Context: an optimization exercise on an open-source flow, tuned for small area. The choices shown serve that exercise and are no tape-out recipe. Function was checked by simulation only, so behaviour that the tests miss may differ from the original. In runs 7 and 8 the design's own scripts or RTL, not TritonCTS, make the clock network. The flow treats the clock pin as an ideal source. Dropping or thinning the clock tree relies on that and would not hold on a real chip. Power figures rest on the tool's default switching activity, not on a simulated workload.

==> design/flow/design.v <==
module pfd (
	output logic first_second, timeout, ready, nz, measuring,
	output logic [16-1:0] counter_1, f_out, f_out_next,
	input f_1, f_2,
	input Clock, nReset
);
logic [16-1:0] f_count, tc;
logic state2, st1, st2;
wire both_low = ~f_1 & ~f_2;
wire entry    = ~st1 & ~st2 & (f_1 ^ f_2);
wire hit      = (tc == 16'h0001);
assign f_out_next = (state2 & ~f_1) ? f_count : f_out;
logic [16-1:0] f_count_inc, counter_1_inc;
always_comb
begin
	logic a, b, ea, eb;
	ea = ~&f_count[16-1:1];
	eb = f_1 & ~f_2 & ~st2;
	a = 1;
	b = 1;
	for(int i = 0; i < 16; i++)
	begin
		f_count_inc[i] = f_count[i] ^ (ea & a);
		a = a & f_count[i];
		counter_1_inc[i] = counter_1[i] ^ (eb & b);
		b = b & counter_1[i];
	end
end
always_ff @(posedge Clock, negedge nReset)
	if(~nReset)
	begin
		state2 <= 0;
		f_out <= 0;
		st1 <= 0;
		st2 <= 0;
		ready <= 0;
	end
	else
	begin
		if(~state2)
		begin
			if(f_1)
				state2 <= 1;
		end
		else if(~f_1)
			state2 <= 0;
		f_out <= f_out_next;
		if(st1)
		begin
			st1 <= ~hit & ~both_low;
			st2 <= hit;
			ready <= both_low;
		end
		else if(st2)
		begin
			if(both_low)
			begin
				st2 <= 0;
				ready <= 0;
			end
		end
		else if(f_1 ^ f_2)
		begin
			st1 <= 1;
			ready <= 0;
		end
	end
always_ff @(posedge Clock)
begin
	if(~state2)
		f_count <= 0;
	else
		f_count <= f_count_inc;
	if(entry)
	begin
		first_second <= f_2;
		counter_1 <= 0;
		nz <= 0;
	end
	else
	begin
		counter_1 <= counter_1_inc;
		if(st1 & (f_1 ^ f_2))
			nz <= 1;
	end
	if(st1)
		tc <= {~tc[0], tc[15], tc[14] ^ ~tc[0], tc[13] ^ ~tc[0], tc[12], tc[11] ^ ~tc[0], tc[10:1]};
	else
		tc <= 0;
end
assign timeout = st2;
assign measuring = st1;
endmodule
module freq_gen(
	output logic f_out,
	input first_second, timeout, ready, nz, measuring,
	input [16-1:0] diff_1, f_in, f_in_next,
	input Clock, nReset
	);
localparam LO = 8;
logic state, skip, dzero, fsd, c_lo;
logic [16-1:0] dcopy;
logic [16:0] counter;
wire use_d = state & ~dzero;
wire [16:0] x = {~fsd, dcopy} & {(16+1){use_d}};
wire cin = use_d & (skip ^ fsd);
wire [16-1:0] dcopy_next = measuring ? dcopy : diff_1 ^ {16{~first_second}};
wire fsd_next = measuring ? fsd : first_second;
wire skip_next = ready ? ~skip : skip;
logic c_lo_next;
always_comb
begin
	logic c;
	c = skip_next ^ fsd_next;
	for(int i = 0; i < LO; i++)
	begin
		logic b;
		b = dcopy_next[i];
		c = (f_in_next[i] & b) | (f_in_next[i] & c) | (b & c);
	end
	c_lo_next = c;
end
logic [16:0] threshold, counter_inc;
logic ge;
always_comb
begin
	logic c, g, gt, ge1, ci;
	c = cin;
	g = 1;
	for(int i = 0; i < LO; i++)
	begin
		threshold[i] = f_in[i] ^ x[i] ^ c;
		c = (f_in[i] & x[i]) | (c & (f_in[i] ^ x[i]));
		g = (counter[i] & ~threshold[i]) | (counter[i] & g) | (~threshold[i] & g);
	end
	c = use_d & c_lo;
	gt = 0;
	ge1 = 1;
	for(int i = LO; i <= 16; i++)
	begin
		logic a;
		a = (i < 16) ? f_in[i] : 1'b0;
		threshold[i] = a ^ x[i] ^ c;
		c = (a & x[i]) | (c & (a ^ x[i]));
		gt = (counter[i] & ~threshold[i]) | (counter[i] & gt) | (~threshold[i] & gt);
		ge1 = (counter[i] & ~threshold[i]) | (counter[i] & ge1) | (~threshold[i] & ge1);
	end
	ge = g ? ge1 : gt;
	ci = 1;
	for(int i = 0; i <= 16; i++)
	begin
		counter_inc[i] = counter[i] ^ ci;
		ci = ci & counter[i];
	end
end
always_ff @(posedge Clock, negedge nReset)
	if(~nReset)
	begin
		skip <= 0;
		dzero <= 1;
		state <= 0;
	end
	else
	begin
		skip <= skip_next;
		if(ready)
			dzero <= ~nz;
		else if(timeout)
			dzero <= 1;
		if(ge)
			state <= ~state;
	end
always_ff @(posedge Clock)
begin
	counter <= ge ? '0 : counter_inc;
	dcopy <= dcopy_next;
	fsd <= fsd_next;
	c_lo <= c_lo_next;
end
assign f_out = ~state;
endmodule
module pll_d(
	output logic freq_synced,
	input freq_in,
	input Clock, nReset
	);
wire first_second, timeout, ready, nz, measuring;
wire [16-1:0] counter_1, f_out, f_out_next;
pfd p0(
	.first_second, .timeout, .ready, .nz, .measuring,
	.counter_1, .f_out, .f_out_next,
	.f_1(freq_in), .f_2(freq_synced),
	.Clock, .nReset
);
freq_gen f0(.f_out(freq_synced),
	.first_second, .timeout, .ready, .nz, .measuring,
	.diff_1(counter_1), .f_in(f_out), .f_in_next(f_out_next),
	.Clock, .nReset
	);
endmodule
==> design/flow/flow/run.sh <==
#!/bin/bash
# The standard layout with two changes:
#  - after the standard synthesis, the combinational logic between its
#    flip-flops is mapped again by ABC for area (flow/reabc.tcl); every
#    flip-flop keeps its name and cell;
#  - clock tree synthesis adds no dummy loads (cells that only balance the
#    clock tree's load and drive nothing).
set -euo pipefail
export CTS_ARGS="-sink_clustering_enable -repair_clock_nets -dont_use_dummy_load"
RES=orfs/results/$FLOW_PLATFORM/pll_d/base
LIB=$FLOW_HOME/platforms/$FLOW_PLATFORM/lib/sky130_fd_sc_hd__tt_025C_1v80.lib
YOSYS=$(command -v yosys || echo "$FLOW_HOME/../tools/install/yosys/bin/yosys")

bash standard.sh synth > synth.log 2>&1
cp $RES/1_2_yosys.v standard_synth.v
python3 flow/mklib.py "$LIB" comb.lib > mklib.log 2>&1
LIB=$LIB RES=$RES COMBLIB=comb.lib TOP=$FLOW_TOP "$YOSYS" -c flow/reabc.tcl > reabc.log 2>&1
rm -f $RES/1_synth.odb $RES/1_synth.sdc
bash standard.sh > standard.log 2>&1
==> design/flow/flow/mklib.py <==
#!/usr/bin/env python3
"""Write a copy of a Liberty file that keeps only its single-purpose
combinational cells: no flip-flops, latches or clock gates, and no full or
half adders (those stay as the standard synthesis placed them).
usage: mklib.py IN.lib OUT.lib"""
import re
import sys

src, dst = sys.argv[1], sys.argv[2]
s = open(src).read()
first = s.index('cell (')
head = s[:s.rfind('\n', 0, first) + 1]
cells = []
pos = first
while True:
    j = s.find('cell (', pos)
    if j < 0:
        break
    j = s.rfind('\n', 0, j) + 1
    k = s.index('{', j)
    depth, m = 1, k + 1
    while depth:
        c = s[m]
        if c == '{':
            depth += 1
        elif c == '}':
            depth -= 1
        m += 1
    cells.append(s[j:m])
    pos = m


def keep(cell):
    name = re.search(r'cell \("([^"]+)"', cell).group(1)
    if re.search(r'\b(ff|latch|statetable|clock_gating_integrated_cell)\b', cell):
        return False
    if re.search(r'__(fa|ha)_\d', name):
        return False
    return True


with open(dst, 'w') as f:
    f.write(head)
    for c in cells:
        if keep(c):
            f.write(c + '\n')
    f.write('}\n')
==> design/flow/flow/reabc.tcl <==
# Re-map the combinational logic of the standard synthesis for area.
# Flip-flops (and the full/half adders) are left exactly as they are: only the
# logic between them is read as gates and mapped again by ABC.
yosys -import
set lib $::env(LIB)
set res $::env(RES)
read_verilog $res/1_2_yosys.v
read_liberty -lib $lib
read_liberty -overwrite -ignore_miss_func $::env(COMBLIB)
hierarchy -check -top $::env(TOP)
flatten
opt_clean
abc -liberty $lib -dont_use *lpflow* -dont_use *probe* -script "+strash;dc2;dch;amap;strash;dch;amap;"
opt_clean -purge
setundef -zero
hilomap -singleton -hicell sky130_fd_sc_hd__conb_1 HI -locell sky130_fd_sc_hd__conb_1 LO
splitnets
opt_clean -purge
insbuf -buf sky130_fd_sc_hd__buf_4 A X
yosys rename -enumerate -pattern reabc_%
read_liberty -lib -overwrite $lib
hierarchy -check -top $::env(TOP)
check -assert -mapped
stat -liberty $lib
write_verilog -noattr -nohex -nodec $res/1_2_yosys.v
==> design/flow/standard.sh <==
#!/bin/bash
# synth_recipe.tcl (not shown) runs the flow's synth.tcl, then flattens the netlist and writes it again
# the make line also repeats each setting of config.mk as NAME=value (left out here)
make -C /OpenROAD-flow-scripts/flow DESIGN_CONFIG=/design/flow/config.mk WORK_HOME=/design/flow/orfs CLKGATE_MAP_FILE= SYNTH_SCRIPT=/design/flow/synth_recipe.tcl "${@:-finish}"
==> design/flow/config.mk <==
export PLATFORM = sky130hd
export DESIGN_NAME = pll_d
export DESIGN_NICKNAME = pll_d
export VERILOG_FILES = /design/flow/design.v
export SDC_FILE = /design/flow/constraint.sdc
export NUM_CORES = 4
export LEC_CHECK = 0
export CAP_MARGIN = 20
export CORE_MARGIN = 2
export CORE_UTILIZATION = 70
export PLACE_DENSITY = 0.8
export SLEW_MARGIN = 20
==> design/flow/constraint.sdc <==
create_clock -name core_clock -period 6.0 [get_ports {Clock}]
set_input_delay 1.2000 -clock core_clock [delete_from_list [all_inputs] [get_ports {Clock}]]
set_output_delay 1.2000 -clock core_clock [all_outputs]
set_load 0.01 [all_outputs]
==> impl_metrics.yaml, run 1 <==
outcome:
  status: "complete, no violations"
clock_tree:
  cts_buffer_depth: 2
  numCtsBuffers: 9
  postCtsHoldBufs: 0
  clock_sinks: 108
  clk_pin_slew_worst_paths_ns: 0.11
  worst_skew_pair.late_latency_ns: 0.36
  cts_tree: "yes"
  cts_root_buf: "clkbuf_8"
  cts_max_level: 3
route:
  wl_per_cell_um: 15.4
  ant_nets: 0
  drtIter0Drc: 253
  dr_total_vias: 3360
  dr.pass1.iters: 5
  viasPerCell: 5.81
  drc: 0
  totalWireLength_mm: 8.91
sta:
  fin_tns_setup_ns: 0
  rsz0062_at_grt: "no"
  setup_viol: 0
  relSlewSlack_pct: 37.3
  holdWs_ns: 0.421
  finalCriticalPeriod_ns: 5.49
  slew_violations: 0
  fin_skew_ns: 0.0339
  worstMarginPinSlew_ns: 0.934
  fin_crit_sh_pct: 91.6
  hold_viol: 0
  setup_ws_ns: 0.506
  max_freq_ghz: 0.182
critical_path:
  startpoint: "f0.state"
  ff2ff_setup_slack_ns: 0.51
  required_ns: 6.27
  end_kind: "flop"
  critical_path_class: "flop to flop"
  path_max_fanout: 13
  max_stage_delay_ns: 0.40
  reg2reg_depth: 31
  critPathCapture: "f0.counter[7]"
  r2r-end: "f0.counter[7]"
  reg2reg_from: "f0.state"
  critPathSlowestCell: "fa_1"
  cp.arrival_ns: 5.76
  startpoint_type: "flop"
die:
  core_region_area_um2: 6350
  die_w_um: 85.2
  io_pins: 4
  rows: 29
  die_h_um: 85.2
  start_util_pct: 72.8
  fp.dieArea_um2: 7270
global_routing:
  grt_max_degree: 35
  first_global_vias: 3273
  grt_usage_pct: 26.7
  antenna_found_initial: 0
  grt_pass1_wl_mm: 15.1
  grt.overflow.total: 0
placement:
  gp_congestion: 0.874
  port_buffers: 3
  pre_cts_slack_ns: 0.102
  dp_hpwl_mm: 6.86
cells_and_area:
  antenna_cells: 0
  fin_nets: 540
  drive_gt1_share_pct: 5.39
  syn_to_final_growth_pct: 7.09
logic_synthesis:
  post_synth.cell_area_avg_um2: 9.59
  syn-instance-count: 482
  syn-num-nets: 519
  yosys_warnings: 2
  synth_area_um2: 4620
flow_run:
  maxCapViolations: 0
hold_path:
  hold_path_class: "flop to flop"
power:
  ir_drop_mv: 0.276
  power_leakage_nw: 1.93
  cellPowerDensity_nw_per_um2: 421
## registers in the layout, summed over array words and instances, names as in the netlist, 16 cells and up
| signal | count |
|---|---|
| p0.counter_1 | 16 |
| p0.f_count | 16 |
| f0.counter | 17 |
| p0.f_out | 16 |
| f0.dcopy | 16 |
| p0.tc | 16 |
## power by group
part | total (mW) | switching [mW] | internal (mW)
clock | 0.342 | 0.207 | 0.135
sequential | 1.03 | 0.123 | 0.904
combinational | 0.715 | 0.415 | 0.300
total | 2.08 | 0.744 | 1.34
## per-layer routing
metal	global-route usage, %	up-vias	wire length, um
li1	-	1707	-
met1	35.4	1581	4150
met2	42.5	49	4170
met3	6.03	23	299
met4	11.8	0	287
met5	0	-	0
## repair_timing
| item | CTS | global route |
|---|---|---|
| resized for setup | 0 | 11 |
| hold endpoints to repair | 0 | 0 |
| setup buffers | 0 | 0 |
| setup endpoints to repair | 0 | 18 |
## stage by stage
| stage | power [mW] | utilization [%] | area [um^2] | cells |
|---|---|---|---|---|
| 2_1_floorplan | 1.52 | - | 4630 | 482 |
| 3_3_place_gp | 1.69 | 75.7 | 4810 | 569 |
| 3_5_place_dp | 1.74 | 75.7 | 4810 | 569 |
| 4_1_cts | 2.07 | 77.7 | 4930 | 578 |
| 5_1_grt | 2.23 | 77.9 | 4950 | 578 |
| 6_report | 2.08 | 77.9 | 4950 | 578 |
## layout by cell type (no fill, tap or decap), types with 8 or more instances in the layout
master,instances
o22a_1,8
nor2_1,67
edfxtp_1,9
clkinv_1,64
a21oi_1,30
fa_1,12
clkbuf_8,9
dfrtp_1,22
o21ai_0,21
dfxtp_1,76
ha_1,19
nand2_1,38
a211oi_1,20
o22ai_1,17
nor2b_1,25
## final cells by class
| type | instances | area, um^2 |
|---|---|---|
| Sequential cell | 108 | 2370 |
| Multi-Input combinational cell | 308 | 2030 |
| Fill cell | 458 | 1400 |
| Inverter | 66 | 248 |
| Clock buffer | 9 | 124 |
| Tap cell | 77 | 96.3 |
| Timing Repair Buffer | 10 | 81.3 |
## worst min path at each step
stage | from | endpoint | slack, ns | cells past startpoint
2_1_floorplan | p0.nz | f0.dzero | 0.38 | 1
3_3_place_gp | p0.tc[9] | p0.tc[8] | 0.40 | 2
3_5_place_dp | p0.nz | f0.dzero | 0.40 | 1
4_1_cts | p0.tc[2] | p0.tc[1] | 0.42 | 2
5_1_grt | p0.nz | f0.dzero | 0.44 | 1
6_report | p0.tc[2] | p0.tc[1] | 0.42 | 2
## worst max-delay path: cells and delay by family (launching register included)
family | cells | cell delay, ns
AOI/OAI and AO/OA | 9 | 1.23
adders and majority gates | 7 | 2.27
buffers and inverters | 7 | 0.64
DFF | 1 | 0.37
and+or+nand+nor | 8 | 0.87
==> inputs of run 2 (changes only) <==
--- a/design/flow/design.v
+++ b/design/flow/design.v
@@ -4,7 +4,9 @@
 	input f_1, f_2,
 	input Clock, nReset
 );
-logic [16-1:0] f_count, tc;
+logic [16-1:0] f_count, tc_q;
+localparam [16-1:0] TC_POL = 16'h5555;
+wire [16-1:0] tc = tc_q ^ TC_POL;
 logic state2, st1, st2;
 wire both_low = ~f_1 & ~f_2;
 wire entry    = ~st1 & ~st2 & (f_1 ^ f_2);
@@ -84,9 +86,9 @@
 			nz <= 1;
 	end
 	if(st1)
-		tc <= {~tc[0], tc[15], tc[14] ^ ~tc[0], tc[13] ^ ~tc[0], tc[12], tc[11] ^ ~tc[0], tc[10:1]};
-	else
-		tc <= 0;
+		tc_q <= {~tc[0], tc[15], tc[14] ^ ~tc[0], tc[13] ^ ~tc[0], tc[12], tc[11] ^ ~tc[0], tc[10:1]} ^ TC_POL;
+	else
+		tc_q <= TC_POL;
 end
 assign timeout = st2;
 assign measuring = st1;
--- a/design/flow/flow/mklib.py
+++ b/design/flow/flow/mklib.py
@@ -1,7 +1,7 @@
 #!/usr/bin/env python3
 """Write a copy of a Liberty file that keeps only its single-purpose
-combinational cells: no flip-flops, latches or clock gates, and no full or
-half adders (those stay as the standard synthesis placed them).
+combinational cells: no flip-flops, latches or clock gates, and no full
+adders (those stay as the standard synthesis placed them).
 usage: mklib.py IN.lib OUT.lib"""
 import re
 import sys
@@ -34,7 +34,7 @@
     name = re.search(r'cell \("([^"]+)"', cell).group(1)
     if re.search(r'\b(ff|latch|statetable|clock_gating_integrated_cell)\b', cell):
         return False
-    if re.search(r'__(fa|ha)_\d', name):
+    if re.search(r'__fa_\d', name):
         return False
     return True
 
--- a/design/flow/flow/reabc.tcl
+++ b/design/flow/flow/reabc.tcl
@@ -1,5 +1,5 @@
 # Re-map the combinational logic of the standard synthesis for area.
-# Flip-flops (and the full/half adders) are left exactly as they are: only the
+# Flip-flops (and the full adders) are left exactly as they are: only the
 # logic between them is read as gates and mapped again by ABC.
 yosys -import
 set lib $::env(LIB)
==> impl_metrics.yaml, run 2 <==
placement:
  post-place-cells: 576
  dp_hpwl_mm: 6.72
  port_buffers: 3
  gp_congestion: 0.884
logic_synthesis:
  post_synth.cell_area_avg_um2: 9.21
  synth_area_um2: 4510
  syn-num-nets: 508
  yosys_warnings: 2
  syn-instance-count: 490
cells_and_area:
  antenna_cells: 0
  largest_register_ffs: 17
  drive_gt1_share_pct: 3.15
  fin_util_pct: 76.6
  fin_cells: 585
  fillers: 452
  syn_to_final_growth_pct: 6.55
  max_flop_register: "f0.counter"
  layout_commonest_cell: "nor2_1"
  fin_nets: 528
  most-common-layout-cells: "nor2_1 (84), dfxtp_1 (76), clkinv_1 (64)"
critical_path:
  reg2reg_depth: 21
  critical_path_class: "flop to flop"
  critical_path.cell_chain: "clkinv_1, nor2_1, nand2_1, fa_1, fa_1, fa_1, fa_1, fa_1, clkinv_1, fa_1, clkinv_1, fa_1, clkinv_1, fa_1, a211oi_1, o21ai_0, nand2_1, nor2_1, nor2_1, buf_4, nor3_1"
  max_stage_delay_ns: 0.45
  cp.arrival_ns: 5.67
  r2r-end: "f0.counter[6]"
  required_ns: 6.22
  startpoint_type: "flop"
  crit_family: "adder cells"
  reg2reg_from: "f0.state"
  critPathSlowestCell: "fa_1"
  ff2ff_setup_slack_ns: 0.55
  end_kind: "flop"
  crit_buf_inv: 5
  crit_path_frequent_cell: "fa_1"
  path_max_fanout: 16
clock_tree:
  post-cts-setup-buffers: 0
  cts_resized: 0
  cts_root_buf: "clkbuf_8"
  numCtsBuffers: 9
  cts_tree: "yes"
  postCtsHoldBufs: 0
  clock_sinks: 108
  cts_buffer_depth: 2
  worst_skew_pair.late_latency_ns: 0.37
  clk_pin_slew_worst_paths_ns: 0.10
  cts_max_level: 3
sta:
  setup_viol: 0
  max_freq_ghz: 0.183
  hold_viol: 0
  slew_violations: 0
  finalCriticalPeriod_ns: 5.45
  fin_skew_ns: 0.0361
  worstMarginPinSlew_ns: 0.981
  relSlewSlack_pct: 34.4
  fin_tns_setup_ns: 0
  fin_crit_sh_pct: 90.9
  rsz0062_at_grt: "no"
power:
  ir_drop_mv: 0.363
  swShare_pct: 37.6
  pwr-share-seq_pct: 47.9
  p_comb_share_pct: 36.6
  clkPwrFrac_pct: 15.5
  cellPowerDensity_nw_per_um2: 457
  power_leakage_nw: 1.72
  p_int_mw: 1.37
  p_switching_mw: 0.825
die:
  fp.dieArea_um2: 7100
  core_region_area_um2: 6280
  rows: 29
  die_w_um: 84.3
  start_util_pct: 71.9
  die_h_um: 84.3
  io_pins: 4
hold_path:
  worstHoldEndpoint: "p0.tc_q[8]"
  hold_path_class: "flop to flop"
  hold_path_startpoint: "p0.tc_q[9]"
  min_delay_path_depth: 1
route:
  totalWireLength_mm: 8.92
  dr.pass1.iters: 5
  dr_total_vias: 3477
  viasPerCell: 5.94
  ant_nets: 0
  drtIter0Drc: 290
  drc: 0
  wl_per_cell_um: 15.2
flow_run:
  maxCapViolations: 0
global_routing:
  grt.overflow.total: 0
  grt_max_degree: 30
  antenna_found_initial: 0
  first_global_vias: 3316
  grt_pass1_wl_mm: 15.3
  grt_usage_pct: 27.2
outcome:
  status: "complete, no violations"
## run 2: changes by cell type in the layout (fill, tap and decap cells not counted), sizes merged, moves of 5 or more
cell   previous run  this run
ha               19         0
o21a              0         5
nor2             68        84
nor3              6        16
nor2b            25         4
a21oi            32        27
nand2            38        53
o221a             0         8
## run 2: area by class of cell
cell class / instances / area (um^2) / area share (%)
inverter: 64 / 240 / 5.00
multi-input combinational: 318 / 1900 / 39.6
sequential: 108 / 2370 / 49.3
timing repair buffer: 9 / 75.1 / 1.56
tap: 77 / 96.3 / 2.00
clock buffer: 9 / 124 / 2.58
## run 2: worst max path at each step
stage	startpoint	endpoint	slack, ns	cells past startpoint
2_1_floorplan	f0.state	f0.state	0.06	20
3_3_place_gp	f0.state	f0.counter[6]	0.71	21
3_5_place_dp	f0.state	f0.counter[1]	0.52	21
4_1_cts	f0.state	f0.counter[6]	0.51	21
5_1_grt	f0.state	f0.counter[3]	0.15	21
6_report	f0.state	f0.counter[6]	0.55	21
## run 2: layer usage
metal  track usage, %  up-vias  part of all wire (%)
li1                 -     1755                     -
met1             34.5     1618                    43
met2             46.6       94                    50
met3             7.37       10                   5.6
met4             6.60        0                   1.3
met5                0        -                     0
## run 2: per-stage QoR
stage	hold slack (ns)	setup WS, ns	power (mW)	instance area (um^2)
finish	0.397	0.548	2.20	4810
global route	0.419	0.145	2.35	4810
CTS	0.401	0.514	2.20	4810
detailed placement	0.375	0.519	1.86	4680
global placement	0.372	0.711	1.82	4680
floorplan	0.361	0.0582	1.61	4510
## run 2: power groups by stage
stage,clock (mW),sequential (mW),combinational (mW)
2_1_floorplan,0,1.04,0.573
3_3_place_gp,0,1.06,0.762
5_1_grt,0.374,1.07,0.905
6_report,0.341,1.05,0.804
4_1_cts,0.351,1.05,0.800
3_5_place_dp,0,1.07,0.791
==> inputs of run 3 (changes only) <==
--- a/design/flow/flow/run.sh
+++ b/design/flow/flow/run.sh
@@ -4,8 +4,10 @@
 #    flip-flops is mapped again by ABC for area (flow/reabc.tcl); every
 #    flip-flop keeps its name and cell;
 #  - clock tree synthesis adds no dummy loads (cells that only balance the
-#    clock tree's load and drive nothing).
+#    clock tree's load and drive nothing);
+#  - the ports are buffered with buf_2 rather than a delay buffer.
 set -euo pipefail
+export BUFFER_PORTS_ARGS="-buffer_cell sky130_fd_sc_hd__buf_2"
 export CTS_ARGS="-sink_clustering_enable -repair_clock_nets -dont_use_dummy_load"
 RES=orfs/results/$FLOW_PLATFORM/pll_d/base
 LIB=$FLOW_HOME/platforms/$FLOW_PLATFORM/lib/sky130_fd_sc_hd__tt_025C_1v80.lib
--- a/design/flow/config.mk
+++ b/design/flow/config.mk
@@ -8,5 +8,6 @@
 export CAP_MARGIN = 20
 export CORE_MARGIN = 2
 export CORE_UTILIZATION = 70
+export GPL_TIMING_DRIVEN = 0
 export PLACE_DENSITY = 0.8
 export SLEW_MARGIN = 20
==> impl_metrics.yaml, run 3 <==
power:
  p_comb_share_pct: 38.2
  pwr-share-seq_pct: 46.8
  p_int_mw: 1.42
  cellPowerDensity_nw_per_um2: 474
  p_switching_mw: 0.870
  swShare_pct: 38.0
  ir_drop_mv: 0.582
  power_leakage_nw: 1.72
  clkPwrFrac_pct: 15.0
flow_run:
  maxCapViolations: 0
placement:
  dp_hpwl_mm: 6.71
  port_buffers: 3
  place_area_um2: 4620
  gp_congestion: 0.888
global_routing:
  met1_usage_pct: 36.6
  grt_max_degree: 30
  antenna_found_initial: 0
  grt.overflow.total: 0
  busiest_layer: "met2"
  grt_pass1_wl_mm: 15.5
  met2_usage_pct: 46.5
  grt_usage_pct: 27.4
  grtUsageMet3_pct: 5.41
  first_global_vias: 3344
clock_tree:
  worst_skew_pair.late_latency_ns: 0.36
  numCtsBuffers: 9
  cts_tree: "yes"
  cts_buffer_depth: 2
  cts_root_buf: "clkbuf_8"
  cts_max_level: 3
  clk_pin_slew_worst_paths_ns: 0.09
  clock_sinks: 108
  postCtsHoldBufs: 0
route:
  drc: 0
  totalWireLength_mm: 9.44
  viasPerCell: 6.00
  dr.pass1.iters: 6
  dr_total_vias: 3512
  wl_per_cell_um: 16.1
  ant_nets: 0
  drtIter0Drc: 213
critical_path:
  required_ns: 6.25
  critPathSlowestCell: "fa_1"
  critical_path_class: "flop to flop"
  cp.arrival_ns: 5.96
  max_stage_delay_ns: 0.47
  crit_family: "adder cells"
  startpoint_type: "flop"
  crit_buf_inv: 4
  critical_path.cell_chain: "clkinvlp_4, nor2_4, nand2_1, fa_1, fa_1, fa_1, fa_1, fa_1, clkinv_1, fa_1, clkinv_1, fa_1, and2_0, a211oi_1, o21ai_0, o21a_1, o32ai_2, nor2_4, buf_12, a211oi_1"
  crit_path_frequent_cell: "fa_1"
  end_kind: "flop"
  path_max_fanout: 15
sta:
  fin_tns_setup_ns: 0
  setup_viol: 0
  max_freq_ghz: 0.175
  fin_skew_ns: 0.0247
  finalCriticalPeriod_ns: 5.71
  fin_crit_sh_pct: 95.1
  worstMarginPinSlew_ns: 0.948
  relSlewSlack_pct: 36.8
  slew_violations: 0
  hold_viol: 0
logic_synthesis:
  yosys_warnings: 2
  synth_area_um2: 4510
  post_synth.cell_area_avg_um2: 9.21
  syn-num-nets: 508
  syn-instance-count: 490
cells_and_area:
  fin_nets: 528
  syn_to_final_growth_pct: 7.13
  antenna_cells: 0
  most-common-layout-cells: "nor2_1 (81), dfxtp_1 (76), clkinv_1 (63)"
  stdcell_area_um2: 4830
  layout_commonest_cell: "nor2_1"
  max_flop_register: "f0.counter"
  drive_gt1_share_pct: 4.92
  largest_register_ffs: 17
die:
  fp.dieArea_um2: 7100
  rows: 29
  die_w_um: 84.3
  io_pins: 4
  die_h_um: 84.3
  core_region_area_um2: 6280
  start_util_pct: 71.9
hold_path:
  hold_path_class: "flop to flop"
outcome:
  status: "complete, no violations"
## run 3: cell type report
| type | count | area (um^2) |
|---|---|---|
| sequential | 108 | 2370 |
| multi-input combinational | 319 | 1930 |
| fill | 449 | 1450 |
| inverter | 64 | 244 |
| clock buffer | 9 | 124 |
| tap | 77 | 96.3 |
| timing repair buffer | 8 | 65.1 |
## run 3: worst paths after layout
path	start	to	slack, ns	depth (start not counted)
worst max register to register	f0.state	f0.counter[5]	0.29	20
min in group asynchronous	nReset	p0.f_out[14]	0.83	1
worst max-delay path	f0.state	f0.counter[5]	0.29	20
max in group asynchronous	nReset	f0.state	4.76	1
worst min-delay path	p0.tc_q[5]	p0.tc_q[4]	0.40	1
worst min register to register	p0.tc_q[5]	p0.tc_q[4]	0.40	1
## run 3: per-stage QoR
| step | setup WS [ns] | hold WS (ns) | cells | utilization [%] | power, mW |
|---|---|---|---|---|---|
| floorplan | 0.0582 | 0.361 | 490 | - | 1.61 |
| global placement | -0.850 | 0.367 | 570 | 73.6 | 1.78 |
| detailed placement | -0.611 | 0.374 | 570 | 73.7 | 1.82 |
| CTS | 0.0737 | 0.394 | 579 | 75.8 | 2.17 |
| global route | -0.0192 | 0.409 | 585 | 77.0 | 2.43 |
| finish | 0.292 | 0.396 | 585 | 77.0 | 2.29 |
## run 3: power groups by stage
stage          clock network [mW]  logic, mW  registers, mW
2_1_floorplan                   0      0.573           1.04
3_3_place_gp                    0      0.707           1.07
3_5_place_dp                    0      0.745           1.08
4_1_cts                     0.347      0.760           1.07
5_1_grt                     0.373      0.965           1.10
6_report                    0.344      0.875           1.07
## run 3: layer usage
layer | vias to the layer above | part of all wire (%)
li1 | 1750 | -
met1 | 1673 | 45
met2 | 77 | 51
met3 | 12 | 3.5
met4 | 0 | 1.3
met5 | - | 0
## run 3: what timing repair did
item	in CTS	in global routing
setup endpoints to repair	18	18
buffers inserted	0	5
pin swaps	0	2
resized for setup	3	3
cloned	0	1
==> inputs of run 4 (changes only) <==
--- a/design/flow/flow/run.sh
+++ b/design/flow/flow/run.sh
@@ -1,5 +1,5 @@
 #!/bin/bash
-# The standard layout with two changes:
+# The standard layout with three changes:
 #  - after the standard synthesis, the combinational logic between its
 #    flip-flops is mapped again by ABC for area (flow/reabc.tcl); every
 #    flip-flop keeps its name and cell;
==> design/flow/config.mk (replaced) <==
export PLATFORM = sky130hd
export DESIGN_NAME = pll_d
export DESIGN_NICKNAME = pll_d
export VERILOG_FILES = /design/flow/design.v
export SDC_FILE = /design/flow/constraint.sdc
export NUM_CORES = 4
export LEC_CHECK = 0
export CAP_MARGIN = 5
export CORE_MARGIN = 2
export CORE_UTILIZATION = 70
export PLACE_DENSITY = 0.8
export SLEW_MARGIN = 5
==> impl_metrics.yaml, run 4 <==
sta:
  finalCriticalPeriod_ns: 5.56
  fin_tns_setup_ns: 0
  holdWs_ns: 0.397
  worstMarginPinSlew_ns: 0.751
  hold_viol: 0
  rsz0062_at_grt: "no"
  slew_violations: 0
  fin_skew_ns: 0.0288
  max_freq_ghz: 0.180
  setup_viol: 0
  relSlewSlack_pct: 49.7
  fin_crit_sh_pct: 92.7
route:
  drc: 0
  met2WireLength_mm: 4.27
  viasPerCell: 5.98
  totalWireLength_mm: 8.99
  maxUsedRoutingLayer: "met4"
  dr_total_vias: 3496
  dr.pass1.iters: 5
  drtIter0Drc: 298
  ant_nets: 0
  wl_met3_um: 459
  drt-met1-wl_mm: 4.09
  wl_per_cell_um: 15.4
critical_path:
  cp.arrival_ns: 5.78
  critical_path_class: "flop to flop"
  startpoint_type: "flop"
  reg2reg_depth: 21
  r2r-end: "f0.counter[6]"
  ff2ff_setup_slack_ns: 0.44
  required_ns: 6.22
  end_kind: "flop"
  reg2reg_from: "f0.state"
  path_max_fanout: 16
placement:
  gp_congestion: 0.828
  port_buffers: 3
  dp_hpwl_mm: 6.77
  place_area_um2: 4670
die:
  core_region_area_um2: 6280
  rows: 29
  start_util_pct: 71.9
  die_h_um: 84.3
  fp.dieArea_um2: 7100
  io_pins: 4
  die_w_um: 84.3
global_routing:
  grt.overflow.total: 0
  antenna_found_initial: 0
  grt_max_degree: 30
  first_global_vias: 3306
  grt_usage_pct: 27.2
  grt_pass1_wl_mm: 15.3
cells_and_area:
  largest_register_ffs: 17
  fin_nets: 528
  layout_commonest_cell: "nor2_1"
  fin_util_pct: 76.3
  fillers: 457
  syn_to_final_growth_pct: 6.21
  drive_gt1_share_pct: 3.74
  multiInputGateArea_um2: 1900
  max_flop_register: "f0.counter"
  antenna_cells: 0
  most-common-layout-cells: "nor2_1 (84), dfxtp_1 (76), clkinv_1 (64)"
  stdcell_area_um2: 4790
  regArea_um2: 2370
logic_synthesis:
  yosys_warnings: 2
  post_synth.cell_area_avg_um2: 9.21
  syn-num-nets: 508
  synth_area_um2: 4510
  syn-instance-count: 490
clock_tree:
  cts_root_buf: "clkbuf_8"
  numCtsBuffers: 9
  cts_max_level: 3
  clock_sinks: 108
  postCtsHoldBufs: 0
  post-cts-setup-buffers: 0
  worst_skew_pair.late_latency_ns: 0.37
  cts_buffer_depth: 2
  cts_resized: 0
  clk_pin_slew_worst_paths_ns: 0.10
  cts_tree: "yes"
hold_path:
  hold_path_class: "flop to flop"
  min_delay_path_depth: 1
  hold_path_startpoint: "p0.tc_q[9]"
  worstHoldEndpoint: "p0.tc_q[8]"
power:
  power_leakage_nw: 1.72
  swShare_pct: 37.7
  pwr-share-seq_pct: 47.9
  p_int_mw: 1.37
  clkPwrFrac_pct: 15.7
  p_comb_share_pct: 36.4
  power.total_mw: 2.20
  cellPowerDensity_nw_per_um2: 459
  p_switching_mw: 0.830
  ir_drop_mv: 0.409
outcome:
  status: "complete, no violations"
flow_run:
  maxCapViolations: 0
-- run 4: cell count changes in the layout (fill, tap and decap cells not counted), moves of 2 or more --
cell,previous run,this run
nor2_4,2,0
nor2_2,2,0
buf_4,4,6
nor2_1,81,84
-- run 4: worst max path at each step --
| stage | from | end |
|---|---|---|
| after floorplan | f0.state | f0.state |
| after global placement | f0.state | f0.counter[6] |
| after detailed placement | f0.state | f0.counter[6] |
| after CTS | f0.state | f0.counter[6] |
| after global routing | f0.state | f0.counter[6] |
| final | f0.state | f0.counter[6] |
-- run 4: area by class of cell --
class / instances / area share (%)
sequential: 108 / 49.4
multi-input combinational: 318 / 39.7
inverter: 64 / 5.01
timing repair buffer: 9 / 1.25
clock buffer: 9 / 2.59
tap: 77 / 2.01
-- run 4: metal layers --
metal | GRT usage (%) | vias to the layer above
li1 | - | 1753
met3 | 7.18 | 20
met4 | 8.50 | 0
met1 | 36.0 | 1629
met5 | 0 | -
met2 | 44.2 | 94
-- run 4: power groups by stage --
| stage | logic (mW) | registers (mW) | clock network (mW) |
|---|---|---|---|
| global placement | 0.759 | 1.06 | 0 |
| global route | 0.893 | 1.07 | 0.377 |
| CTS | 0.797 | 1.05 | 0.351 |
| floorplan | 0.573 | 1.04 | 0 |
| finish | 0.801 | 1.05 | 0.345 |
| detailed placement | 0.793 | 1.07 | 0 |
-- run 4: metrics by stage --
| step | setup slack, ns | cells |
|---|---|---|
| 3_3_place_gp | 0.720 | 576 |
| 4_1_cts | 0.422 | 585 |
| 3_5_place_dp | 0.437 | 576 |
| 6_report | 0.441 | 585 |
| 2_1_floorplan | 0.0582 | 490 |
| 5_1_grt | 0.0973 | 585 |
-- run 4: critical path: stages (launching register included) --
cell and delay (ns):
dfrtp_1 0.38, clkinv_1 0.09, nor2_1 0.26, nand2_1 0.14, fa_1 0.46, fa_1 0.44, fa_1 0.44, fa_1 0.44
fa_1 0.40, clkinv_1 0.07, fa_1 0.17, clkinv_1 0.08, fa_1 0.40, clkinv_1 0.07, fa_1 0.43, a211oi_1 0.29
o21ai_0 0.14, nand2_1 0.09, nor2_1 0.04, nor2_1 0.26, buf_4 0.27, nor3_1 0.09
==> inputs of run 5 (changes only) <==
--- a/design/flow/config.mk
+++ b/design/flow/config.mk
@@ -5,8 +5,8 @@
 export SDC_FILE = /design/flow/constraint.sdc
 export NUM_CORES = 4
 export LEC_CHECK = 0
-export CAP_MARGIN = 5
+export CAP_MARGIN = 20
 export CORE_MARGIN = 2
 export CORE_UTILIZATION = 70
 export PLACE_DENSITY = 0.8
-export SLEW_MARGIN = 5
+export SLEW_MARGIN = 20
==> impl_metrics.yaml, run 5 <==
logic_synthesis:
  syn-instance-count: 490
  syn-num-nets: 508
  post_synth.cell_area_avg_um2: 9.21
  yosys_warnings: 2
  synth_area_um2: 4510
global_routing:
  first_global_vias: 3306
  grt_usage_pct: 27.2
  grt.overflow.total: 0
  grt_max_degree: 30
  antenna_found_initial: 0
  grt_pass1_wl_mm: 15.3
route:
  totalWireLength_mm: 8.99
  drtIter0Drc: 298
  wl_per_cell_um: 15.4
  dr_total_vias: 3496
  ant_nets: 0
  dr.pass1.iters: 5
  viasPerCell: 5.98
  drc: 0
power:
  power_leakage_nw: 1.72
  cellPowerDensity_nw_per_um2: 459
  power.total_mw: 2.20
  ir_drop_mv: 0.409
hold_path:
  hold_path_class: "flop to flop"
  min_delay_path_depth: 1
  hold_path_startpoint: "p0.tc_q[9]"
cells_and_area:
  most-common-layout-cells: "nor2_1 (84), dfxtp_1 (76), clkinv_1 (64)"
  max_flop_register: "f0.counter"
  drive_gt1_share_pct: 3.74
  regArea_um2: 2370
  fin_cells: 585
  stdcell_area_um2: 4790
  fin_nets: 528
  layout_commonest_cell: "nor2_1"
  largest_register_ffs: 17
  antenna_cells: 0
  fin_util_pct: 76.3
  fillers: 457
  syn_to_final_growth_pct: 6.21
  multiInputGateArea_um2: 1900
clock_tree:
  cts_max_level: 3
  numCtsBuffers: 9
  cts_root_buf: "clkbuf_8"
  clock_sinks: 108
  cts_buffer_depth: 2
  post-cts-setup-buffers: 0
  cts_tree: "yes"
  postCtsHoldBufs: 0
  clk_pin_slew_worst_paths_ns: 0.10
  worst_skew_pair.late_latency_ns: 0.37
  cts_resized: 0
critical_path:
  crit_buf_inv: 5
  reg2reg_from: "f0.state"
  crit_path_frequent_cell: "fa_1"
  max_stage_delay_ns: 0.46
  required_ns: 6.22
  reg2reg_depth: 21
  startpoint: "f0.state"
  startpoint_type: "flop"
  crit_family: "adder cells"
  critical_path_depth: 21
  cp.arrival_ns: 5.78
  critical_path_class: "flop to flop"
  critical_path.cell_chain: "clkinv_1, nor2_1, nand2_1, fa_1, fa_1, fa_1, fa_1, fa_1, clkinv_1, fa_1, clkinv_1, fa_1, clkinv_1, fa_1, a211oi_1, o21ai_0, nand2_1, nor2_1, nor2_1, buf_4, nor3_1"
  end_kind: "flop"
  path_max_fanout: 16
  critPathSlowestCell: "fa_1"
die:
  start_util_pct: 71.9
  core_region_area_um2: 6280
  fp.dieArea_um2: 7100
  die_h_um: 84.3
  die_w_um: 84.3
  rows: 29
  io_pins: 4
sta:
  relSlewSlack_pct: 49.7
  fin_tns_setup_ns: 0
  worstMarginPinSlew_ns: 0.751
  fin_crit_sh_pct: 92.7
  finalCriticalPeriod_ns: 5.56
  slew_violations: 0
  setup_ws_ns: 0.441
  holdWs_ns: 0.397
  setup_viol: 0
  fin_skew_ns: 0.0288
  rsz0062_at_grt: "no"
  hold_viol: 0
  max_freq_ghz: 0.180
placement:
  gp_congestion: 0.828
  pre_cts_slack_ns: 0.437
  post-place-cells: 576
  place_area_um2: 4670
  dp_hpwl_mm: 6.77
  port_buffers: 3
outcome:
  status: "complete, no violations"
flow_run:
  maxCapViolations: 0
-- run 5: worst reg2reg max path: stages, from the launching register on --
cell      delay, ns
dfrtp_1        0.38
clkinv_1       0.09
nor2_1         0.26
nand2_1        0.14
fa_1           0.46
fa_1           0.44
fa_1           0.44
fa_1           0.44
fa_1           0.40
clkinv_1       0.07
fa_1           0.17
clkinv_1       0.08
fa_1           0.40
clkinv_1       0.07
fa_1           0.43
a211oi_1       0.29
o21ai_0        0.14
nand2_1        0.09
nor2_1         0.04
nor2_1         0.26
buf_4          0.27
nor3_1         0.09
-- run 5: area by class of cell --
cell class                      instances  share of cell area [%]
Timing Repair Buffer                    9                    1.25
Sequential cell                       108                    49.4
Clock buffer                            9                    2.59
Inverter                               64                    5.01
Multi-Input combinational cell        318                    39.7
Tap cell                               77                    2.01
-- run 5: where the power goes --
group	internal [mW]	total [mW]	switching [mW]	leakage, nW
clock	0.135	0.345	0.210	0.0647
combinational	0.308	0.801	0.493	0.660
sequential	0.925	1.05	0.127	1.00
-- run 5: metal layers --
metal | GRT usage, % | wire length [um] | vias to the layer above
met5 | 0 | 0 | -
met4 | 8.50 | 178 | 0
met3 | 7.18 | 459 | 20
met2 | 44.2 | 4270 | 94
met1 | 36.0 | 4090 | 1629
li1 | - | - | 1753
-- run 5: path summary, 6_finish.rpt --
kind                       slack, ns       endpoint
setup / recovery                0.44  f0.counter[6]
hold / removal                  0.40     p0.tc_q[8]
setup reg to reg                0.44  f0.counter[6]
hold reg to reg                 0.40     p0.tc_q[8]
max in group asynchronous       4.83       f0.dzero
min in group asynchronous       0.79    p0.f_out[3]
==> inputs of run 6 (changes only) <==
--- a/design/flow/flow/reabc.tcl
+++ b/design/flow/flow/reabc.tcl
@@ -10,7 +10,7 @@
 hierarchy -check -top $::env(TOP)
 flatten
 opt_clean
-abc -liberty $lib -dont_use *lpflow* -dont_use *probe* -script "+strash;dc2;dch;amap;strash;dch;amap;"
+abc -liberty $lib -dont_use *lpflow* -dont_use *probe* -script "+strash;if,-K,6;mfs2,-W,10;strash;dc2;dch;amap;strash;dch;amap;"
 opt_clean -purge
 setundef -zero
 hilomap -singleton -hicell sky130_fd_sc_hd__conb_1 HI -locell sky130_fd_sc_hd__conb_1 LO
==> impl_metrics.yaml, run 6 <==
outcome:
  status: "complete, no violations"
sta:
  max_freq_ghz: 0.174
  holdWs_ns: 0.391
  fin_tns_setup_ns: 0
  worstMarginPinSlew_ns: 0.943
  finalCriticalPeriod_ns: 5.75
  hold_viol: 0
  fin_crit_sh_pct: 95.8
  setup_ws_ns: 0.254
  setup_viol: 0
  relSlewSlack_pct: 36.9
  slew_violations: 0
  fin_skew_ns: 0.0284
critical_path:
  critical_path_class: "flop to flop"
  end_kind: "flop"
  r2r-end: "f0.counter[0]"
  startpoint_type: "flop"
  startpoint: "f0.state"
  critPathSlowestCell: "fa_1"
  crit_buf_inv: 6
  ff2ff_setup_slack_ns: 0.25
  reg2reg_depth: 29
  path_max_fanout: 19
  crit_path_frequent_cell: "fa_1"
  reg2reg_from: "f0.state"
  max_stage_delay_ns: 0.46
  crit_family: "adder cells"
  cp.arrival_ns: 6.05
  required_ns: 6.30
route:
  viasPerCell: 5.89
  totalWireLength_mm: 8.87
  ant_nets: 0
  drtIter0Drc: 192
  drc: 0
  dr.pass1.iters: 5
  dr_total_vias: 3432
  wl_per_cell_um: 15.2
cells_and_area:
  multiInputGateArea_um2: 1910
  most-common-layout-cells: "nor2_1 (90), dfxtp_1 (76), clkinv_1 (67)"
  fin_cells: 583
  regArea_um2: 2370
  fin_nets: 526
  layout_commonest_cell: "nor2_1"
  drive_gt1_share_pct: 5.93
  fillers: 479
  syn_to_final_growth_pct: 7.40
  antenna_cells: 0
  largest_register_ffs: 17
  max_flop_register: "f0.counter"
global_routing:
  antenna_found_initial: 0
  grt_usage_pct: 27.2
  first_global_vias: 3300
  grt.overflow.total: 0
  grt_pass1_wl_mm: 15.2
  grt_max_degree: 27
power:
  cellPowerDensity_nw_per_um2: 415
  ir_drop_mv: 0.356
  p_switching_mw: 0.705
  swShare_pct: 35.3
  pwr-share-seq_pct: 51.0
  p_comb_share_pct: 32.2
  power_leakage_nw: 1.75
  p_int_mw: 1.29
  clkPwrFrac_pct: 16.8
die:
  io_pins: 4
  core_region_area_um2: 6280
  fp.dieArea_um2: 7060
  die_h_um: 84.0
  die_w_um: 84.0
  start_util_pct: 71.4
  rows: 29
logic_synthesis:
  post_synth.cell_area_avg_um2: 9.19
  syn-num-nets: 506
  synth_area_um2: 4480
  yosys_warnings: 2
  syn-instance-count: 488
clock_tree:
  worst_skew_pair.late_latency_ns: 0.37
  clock_sinks: 108
  clk_pin_slew_worst_paths_ns: 0.08
  cts_buffer_depth: 2
  cts_tree: "yes"
  cts_root_buf: "clkbuf_8"
  numCtsBuffers: 9
  cts_max_level: 3
placement:
  post-place-cells: 573
  gp_congestion: 0.841
  dp_hpwl_mm: 6.73
  pre_cts_slack_ns: 0.181
  port_buffers: 3
flow_run:
  maxCapViolations: 0
hold_path:
  hold_path_startpoint: "p0.tc_q[5]"
  worstHoldEndpoint: "p0.tc_q[4]"
  min_delay_path_depth: 1
  hold_path_class: "flop to flop"
## run 6: final cells by class
class                      instances  share of cell area (%)
multi-input combinational        312                    39.6
clock buffer                       9                    2.57
timing repair buffer               9                    1.33
inverter                          68                    5.30
sequential                       108                    49.2
tap                               77                    2.00
## run 6: worst max-delay path by stage
| stage | to | slack [ns] | cells past startpoint |
|---|---|---|---|
| CTS | f0.counter[7] | 0.15 | 27 |
| detailed placement | f0.state | 0.18 | 27 |
| global placement | f0.state | 0.43 | 27 |
| floorplan | f0.state | 0.17 | 27 |
| global route | f0.state | -0.06 | 29 |
| finish | f0.counter[0] | 0.25 | 29 |
## run 6: what timing repair did
action,4_1_cts,5_1_grt
setup endpoints to repair,0,18
gates resized for setup,0,12
setup buffers,0,1
hold buffers,0,0
## run 6: layer usage
layer	global-route usage, %	vias to the layer above	routed length, um
met2	44.7	66	4440
met3	6.63	13	352
met1	36.1	1621	3920
met5	0	-	0
met4	7.92	0	157
li1	-	1732	-
## run 6: per-stage QoR
step / total power [mW] / cell area [um^2] / util [%]
floorplan: 1.45 / 4490 / -
global placement: 1.61 / 4640 / 73.9
detailed placement: 1.64 / 4640 / 73.9
CTS: 1.98 / 4760 / 75.9
global route: 2.14 / 4810 / 76.7
finish: 2.00 / 4810 / 76.7
## run 6: power by group through the flow
stage,Clock (mW),Combinational [mW],Sequential [mW]
6_report,0.335,0.644,1.02
5_1_grt,0.371,0.726,1.04
4_1_cts,0.344,0.619,1.01
3_5_place_dp,0,0.617,1.03
3_3_place_gp,0,0.585,1.02
2_1_floorplan,0,0.453,1.00
==> inputs of run 7 (changes only) <==
--- a/design/flow/flow/run.sh
+++ b/design/flow/flow/run.sh
@@ -3,12 +3,13 @@
 #  - after the standard synthesis, the combinational logic between its
 #    flip-flops is mapped again by ABC for area (flow/reabc.tcl); every
 #    flip-flop keeps its name and cell;
-#  - clock tree synthesis adds no dummy loads (cells that only balance the
-#    clock tree's load and drive nothing);
+#  - the clock tree is one level of four clkbuf_16 driven by the clock port,
+#    one per group of nearby flip-flops (flow/manual_cts.tcl), in place of
+#    TritonCTS;
 #  - the ports are buffered with buf_2 rather than a delay buffer.
 set -euo pipefail
 export BUFFER_PORTS_ARGS="-buffer_cell sky130_fd_sc_hd__buf_2"
-export CTS_ARGS="-sink_clustering_enable -repair_clock_nets -dont_use_dummy_load"
+export PRE_CTS_TCL=$PWD/flow/manual_cts.tcl
 RES=orfs/results/$FLOW_PLATFORM/pll_d/base
 LIB=$FLOW_HOME/platforms/$FLOW_PLATFORM/lib/sky130_fd_sc_hd__tt_025C_1v80.lib
 YOSYS=$(command -v yosys || echo "$FLOW_HOME/../tools/install/yosys/bin/yosys")
==> design/flow/flow/manual_cts.tcl (new file) <==
# Sourced before clock tree synthesis (PRE_CTS_TCL).  Replaces TritonCTS with
# a one-level clock tree: the flip-flops are split by position into NLEAF
# groups, and each group gets its own clkbuf_16, driven straight from the
# clock port (which then feeds NLEAF <= 4 cell pins).
rename clock_tree_synthesis __tritoncts_unused
proc clock_tree_synthesis { args } {
  set nleaf 4
  set bufname sky130_fd_sc_hd__clkbuf_16
  set block [ord::get_db_block]
  set clknet [$block findNet Clock]
  set sinks {}
  foreach it [$clknet getITerms] {
    set bb [[$it getInst] getBBox]
    lappend sinks [list $it [expr {([$bb xMin] + [$bb xMax]) / 2}] \
                     [expr {([$bb yMin] + [$bb yMax]) / 2}]]
  }
  set n [llength $sinks]
  # k-means on the sink positions, seeded along x
  set sorted [lsort -real -index 1 $sinks]
  set cent {}
  for {set k 0} {$k < $nleaf} {incr k} {
    set e [lindex $sorted [expr {int(($k + 0.5) * $n / $nleaf)}]]
    lappend cent [list [lindex $e 1] [lindex $e 2]]
  }
  for {set iter 0} {$iter < 30} {incr iter} {
    set sx [lrepeat $nleaf 0.0]
    set sy [lrepeat $nleaf 0.0]
    set cnt [lrepeat $nleaf 0]
    set assign {}
    foreach s $sinks {
      set best 0
      set bd 1e30
      for {set k 0} {$k < $nleaf} {incr k} {
        set c [lindex $cent $k]
        set d [expr {abs([lindex $s 1] - [lindex $c 0]) + abs([lindex $s 2] - [lindex $c 1])}]
        if {$d < $bd} {
          set bd $d
          set best $k
        }
      }
      lappend assign $best
      lset sx $best [expr {[lindex $sx $best] + [lindex $s 1]}]
      lset sy $best [expr {[lindex $sy $best] + [lindex $s 2]}]
      lset cnt $best [expr {[lindex $cnt $best] + 1}]
    }
    set cent {}
    for {set k 0} {$k < $nleaf} {incr k} {
      set c [expr {max(1, [lindex $cnt $k])}]
      lappend cent [list [expr {[lindex $sx $k] / $c}] [expr {[lindex $sy $k] / $c}]]
    }
  }
  puts "manual clock tree: $nleaf x $bufname, group sizes $cnt"
  set master [[ord::get_db] findMaster $bufname]
  set nets {}
  for {set k 0} {$k < $nleaf} {incr k} {
    set inst [odb::dbInst_create $block $master clkbuf_leaf_$k]
    set net [odb::dbNet_create $block clknet_leaf_$k]
    $net setSigType CLOCK
    [$inst findITerm A] connect $clknet
    [$inst findITerm X] connect $net
    set c [lindex $cent $k]
    $inst setLocation [expr {int([lindex $c 0])}] [expr {int([lindex $c 1])}]
    $inst setPlacementStatus PLACED
    lappend nets $net
  }
  set i 0
  foreach s $sinks {
    set it [lindex $s 0]
    $it disconnect
    $it connect [lindex $nets [lindex $assign $i]]
    incr i
  }
  $clknet setSigType CLOCK
  set_propagated_clock [all_clocks]
}
--- a/design/flow/flow/reabc.tcl
+++ b/design/flow/flow/reabc.tcl
@@ -10,7 +10,7 @@
 hierarchy -check -top $::env(TOP)
 flatten
 opt_clean
-abc -liberty $lib -dont_use *lpflow* -dont_use *probe* -script "+strash;if,-K,6;mfs2,-W,10;strash;dc2;dch;amap;strash;dch;amap;"
+abc -liberty $lib -dont_use *lpflow* -dont_use *probe* -script "+strash;dc2;dch;amap;strash;dch;amap;"
 opt_clean -purge
 setundef -zero
 hilomap -singleton -hicell sky130_fd_sc_hd__conb_1 HI -locell sky130_fd_sc_hd__conb_1 LO
--- a/design/flow/config.mk
+++ b/design/flow/config.mk
@@ -7,6 +7,6 @@
 export LEC_CHECK = 0
 export CAP_MARGIN = 20
 export CORE_MARGIN = 2
-export CORE_UTILIZATION = 70
-export PLACE_DENSITY = 0.8
+export CORE_UTILIZATION = 76
+export PLACE_DENSITY = 0.84
 export SLEW_MARGIN = 20
==> impl_metrics.yaml, run 7 <==
outcome:
  status: "complete, no violations"
sta:
  fin_tns_setup_ns: 0
  max_freq_ghz: 0.180
  slew_violations: 0
  fin_crit_sh_pct: 92.7
  setup_viol: 0
  finalCriticalPeriod_ns: 5.56
  hold_viol: 0
  rsz0062_at_grt: "no"
  holdWs_ns: 0.397
  relSlewSlack_pct: 42.9
  fin_skew_ns: 0.0258
  setup_ws_ns: 0.438
  worstMarginPinSlew_ns: 0.853
power:
  power.total_mw: 2.19
  cellPowerDensity_nw_per_um2: 458
  power_leakage_nw: 1.71
  ir_drop_mv: 0.405
critical_path:
  end_kind: "flop"
  path_max_fanout: 13
  critical_path_class: "flop to flop"
  startpoint_type: "flop"
  required_ns: 6.07
  cp.arrival_ns: 5.63
cells_and_area:
  most-common-layout-cells: "nor2_1 (84), dfxtp_1 (76), clkinv_1 (64)"
  multiInputGateArea_um2: 1900
  largest_register_ffs: 17
  max_flop_register: "f0.counter"
  layout_commonest_cell: "nor2_1"
  stdcell_area_um2: 4770
  fin_util_pct: 82.1
  antenna_cells: 0
  regArea_um2: 2370
  fillers: 358
  drive_gt1_share_pct: 2.98
  syn_to_final_growth_pct: 5.80
  fin_cells: 579
  fin_nets: 524
flow_run:
  maxCapViolations: 0
global_routing:
  grt_usage_pct: 30.3
  grt_pass1_wl_mm: 15.6
  grt.overflow.total: 0
  grt_max_degree: 34
  first_global_vias: 3388
  antenna_found_initial: 0
die:
  die_w_um: 81.0
  io_pins: 4
  core_region_area_um2: 5820
  start_util_pct: 77.6
  fp.dieArea_um2: 6570
  die_h_um: 81.0
  rows: 28
placement:
  gp_congestion: 0.939
  pre_cts_slack_ns: 0.499
  dp_hpwl_mm: 7.11
  post-place-cells: 575
  place_area_um2: 4670
  port_buffers: 3
hold_path:
  hold_path_class: "flop to flop"
route:
  totalWireLength_mm: 9.47
  drc: 0
  dr.pass1.iters: 4
  viasPerCell: 6.07
  ant_nets: 0
  drtIter0Drc: 225
  dr_total_vias: 3516
  wl_per_cell_um: 16.4
clock_tree:
  post-cts-setup-buffers: 0
  postCtsHoldBufs: 0
  clk_pin_slew_worst_paths_ns: 0.09
  worst_skew_pair.late_latency_ns: 0.18
  cts_resized: 0
logic_synthesis:
  synth_area_um2: 4510
  post_synth.cell_area_avg_um2: 9.21
  syn-num-nets: 508
  yosys_warnings: 2
  syn-instance-count: 490
[run 7: cell type report]
cell class / instances / area share, %
well taps: 75 / 1.97
inverters: 64 / 5.03
flip-flops and latches: 108 / 49.6
plain buffers: 4 / 2.10
repair buffers: 10 / 1.42
multi-input cells: 318 / 39.9
[run 7: where the power goes]
group	internal [mW]	leakage (nW)	total, mW	switching (mW)
Clock	0.123	0.0493	0.296	0.173
Combinational	0.320	0.665	0.836	0.516
Sequential	0.925	1.00	1.06	0.131
Total	1.37	1.71	2.19	0.820
[run 7: critical path, cell delays in order, from the launching register on]
cell and delay, ns:
dfrtp_1 0.40, clkinv_1 0.18, nor2_1 0.20, buf_4 0.19, nand2_1 0.10, fa_1 0.45, fa_1 0.45, fa_1 0.44
fa_1 0.42, fa_1 0.40, clkinv_1 0.07, fa_1 0.17, clkinv_1 0.08, fa_1 0.47, and2_0 0.19, a211oi_1 0.16
o21ai_0 0.14, o21a_1 0.20, o32ai_1 0.26, nor2_1 0.09, buf_4 0.19, a211oi_1 0.23
[run 7: metal layers]
metal  share of wire, %  vias to the layer above  GRT usage [%]
met5                  0                        -              0
li1                   -                     1739              -
met3                4.3                       17           2.89
met2                 51                       96           56.2
met4                1.5                        0           5.93
met1                 43                     1664           38.9
[run 7: final timing paths]
check	startpoint	to	slack (ns)	depth (start not counted)
setup / recovery	f0.state	f0.counter[2]	0.44	21
hold / removal	p0.tc_q[3]	p0.tc_q[2]	0.40	1
setup reg to reg	f0.state	f0.counter[2]	0.44	21
hold reg to reg	p0.tc_q[3]	p0.tc_q[2]	0.40	1
max in group asynchronous	nReset	p0.f_out[4]	4.64	1
min in group asynchronous	nReset	p0.f_out[11]	0.99	1
==> inputs of run 8 (changes only) <==
--- a/design/flow/config.mk
+++ b/design/flow/config.mk
@@ -7,6 +7,6 @@
 export LEC_CHECK = 0
 export CAP_MARGIN = 20
 export CORE_MARGIN = 2
-export CORE_UTILIZATION = 76
-export PLACE_DENSITY = 0.84
+export CORE_UTILIZATION = 70
+export PLACE_DENSITY = 0.8
 export SLEW_MARGIN = 20
==> impl_metrics.yaml, run 8 <==
outcome:
  status: "complete, no violations"
hold_path:
  hold_path_class: "flop to flop"
sta:
  finalCriticalPeriod_ns: 5.60
  fin_tns_setup_ns: 0
  hold_viol: 0
  holdWs_ns: 0.402
  rsz0062_at_grt: "no"
  slew_violations: 0
  fin_skew_ns: 0.0260
  worstMarginPinSlew_ns: 0.755
  setup_viol: 0
  max_freq_ghz: 0.179
  relSlewSlack_pct: 49.5
  fin_crit_sh_pct: 93.3
cells_and_area:
  fillers: 453
  drive_gt1_share_pct: 2.78
  max_flop_register: "f0.counter"
  fin_cells: 580
  most-common-layout-cells: "nor2_1 (84), dfxtp_1 (76), clkinv_1 (64)"
  layout_commonest_cell: "nor2_1"
  antenna_cells: 0
  fin_nets: 523
  syn_to_final_growth_pct: 5.69
  largest_register_ffs: 17
power:
  ir_drop_mv: 0.341
  cellPowerDensity_nw_per_um2: 450
  power_leakage_nw: 1.71
  power.total_mw: 2.14
clock_tree:
  postCtsHoldBufs: 0
  worst_skew_pair.late_latency_ns: 0.17
  clk_pin_slew_worst_paths_ns: 0.11
  cts_resized: 0
  post-cts-setup-buffers: 0
flow_run:
  maxCapViolations: 0
logic_synthesis:
  post_synth.cell_area_avg_um2: 9.21
  yosys_warnings: 2
  syn-num-nets: 508
  synth_area_um2: 4510
  syn-instance-count: 490
route:
  dr_total_vias: 3402
  wl_per_cell_um: 15.2
  drc: 0
  totalWireLength_mm: 8.80
  viasPerCell: 5.87
  drtIter0Drc: 224
  ant_nets: 0
  dr.pass1.iters: 5
global_routing:
  antenna_found_initial: 0
  first_global_vias: 3217
  grt_max_degree: 31
  grt_usage_pct: 25.4
  grt.overflow.total: 0
  grt_pass1_wl_mm: 15.0
critical_path:
  cp.arrival_ns: 5.63
  crit_path_frequent_cell: "fa_1"
  reg2reg_depth: 21
  max_stage_delay_ns: 0.46
  ff2ff_setup_slack_ns: 0.40
  required_ns: 6.03
  critical_path.cell_chain: "clkinv_1, nor2_1, nand2_1, fa_1, fa_1, fa_1, fa_1, fa_1, clkinv_1, fa_1, clkinv_1, fa_1, clkinv_1, fa_1, a211oi_1, o21ai_0, nand2_1, nor2_1, nor2_1, buf_4, nor3_1"
  startpoint_type: "flop"
  critical_path_class: "flop to flop"
  path_max_fanout: 16
  end_kind: "flop"
  critPathSlowestCell: "fa_1"
  startpoint: "f0.state"
  reg2reg_from: "f0.state"
  critPathCapture: "f0.counter[6]"
  r2r-end: "f0.counter[6]"
die:
  rows: 29
  die_w_um: 84.3
  fp.dieArea_um2: 7100
  io_pins: 4
  start_util_pct: 71.9
  core_region_area_um2: 6280
  die_h_um: 84.3
placement:
  port_buffers: 3
  post-place-cells: 576
  gp_congestion: 0.828
  dp_hpwl_mm: 6.77
run 8: layer usage:
| metal | vias to the layer above | wire length (um) | global-route usage [%] |
|---|---|---|---|
| li1 | 1739 | - | - |
| met1 | 1596 | 4080 | 36.9 |
| met2 | 55 | 4230 | 43.2 |
| met3 | 12 | 347 | 1.97 |
| met4 | 0 | 139 | 3.52 |
| met5 | - | 0 | 0 |
run 8: how the worst min path moves through the flow:
stage	startpoint	end	depth (start not counted)
CTS	p0.tc_q[7]	p0.tc_q[6]	1
detailed placement	p0.tc_q[7]	p0.tc_q[6]	1
global route	p0.tc_q[5]	p0.tc_q[4]	1
global placement	p0.tc_q[9]	p0.tc_q[8]	1
finish	p0.tc_q[7]	p0.tc_q[6]	1
floorplan	p0.tc_q[9]	p0.tc_q[8]	1
run 8: final cells by class:
class | count | area, um^2 | share of cell area (%)
Buffer | 4 | 100 | 2.10
Inverter | 64 | 240 | 5.04
Tap cell | 77 | 96.3 | 2.02
Sequential cell | 108 | 2370 | 49.7
Multi-Input combinational cell | 318 | 1900 | 39.9
Timing Repair Buffer | 9 | 60.1 | 1.26
run 8: power by group:
group          internal [mW]  switching, mW  total, mW
combinational          0.308          0.492      0.800
sequential             0.925          0.125       1.05
clock                  0.123          0.172      0.295
run 8: through the flow:
step	util [%]	cell area, um^2	worst slack [ns]
floorplan	-	4510	0.0582
detailed placement	74.3	4670	0.437
finish	75.9	4770	0.401
CTS	75.9	4770	0.377
global route	75.9	4770	0.0487
global placement	74.3	4670	0.720
run 8: worst max-delay path, delay by kind of cell (launching register included):
family | cells | cell delay [ns]
and+or+nand+nor | 6 | 0.86
adders and majority gates | 8 | 3.17
DFF | 1 | 0.40
AOI/OAI and AO/OA | 2 | 0.46
buffers and inverters | 5 | 0.58

==> separate check: timing with driven ports <==
How much do the figures lean on ideal ports? The routed layouts below were timed once more, with nothing changed but the port constraints.
Step 1, drivers: a clkbuf_16 drives Clock and a buf_2 each remaining input, both assumed.
Step 2 also shifts input and output timing later by t, the mid clock arrival at the registers, as if the neighbouring blocks saw the same clock.
a / b / c = no drivers / after step 1 / after step 2; a / b = the first two.
| run | t (ns) | setup WS [ns] | pins driven straight from the clock port |
|---|---|---|---|
| run 1 | 0.376 | 0.506 / 0.506 / 0.506 | 1 |
| run 2 | 0.382 | 0.548 / 0.548 / 0.548 | 1 |
| run 3 | 0.378 | 0.292 / 0.292 / 0.292 | 1 |
| run 4 | 0.387 | 0.441 / 0.441 / 0.441 | 1 |
| run 5 | 0.387 | 0.441 / 0.441 / 0.441 | 1 |
| run 6 | 0.388 | 0.254 / 0.254 / 0.254 | 1 |
| run 7 | 0.241 | 0.438 / 0.438 / 0.438 | 4 |
| run 8 | 0.234 | 0.401 / 0.401 / 0.401 | 4 |
After both steps setup and hold are still met in every run listed.
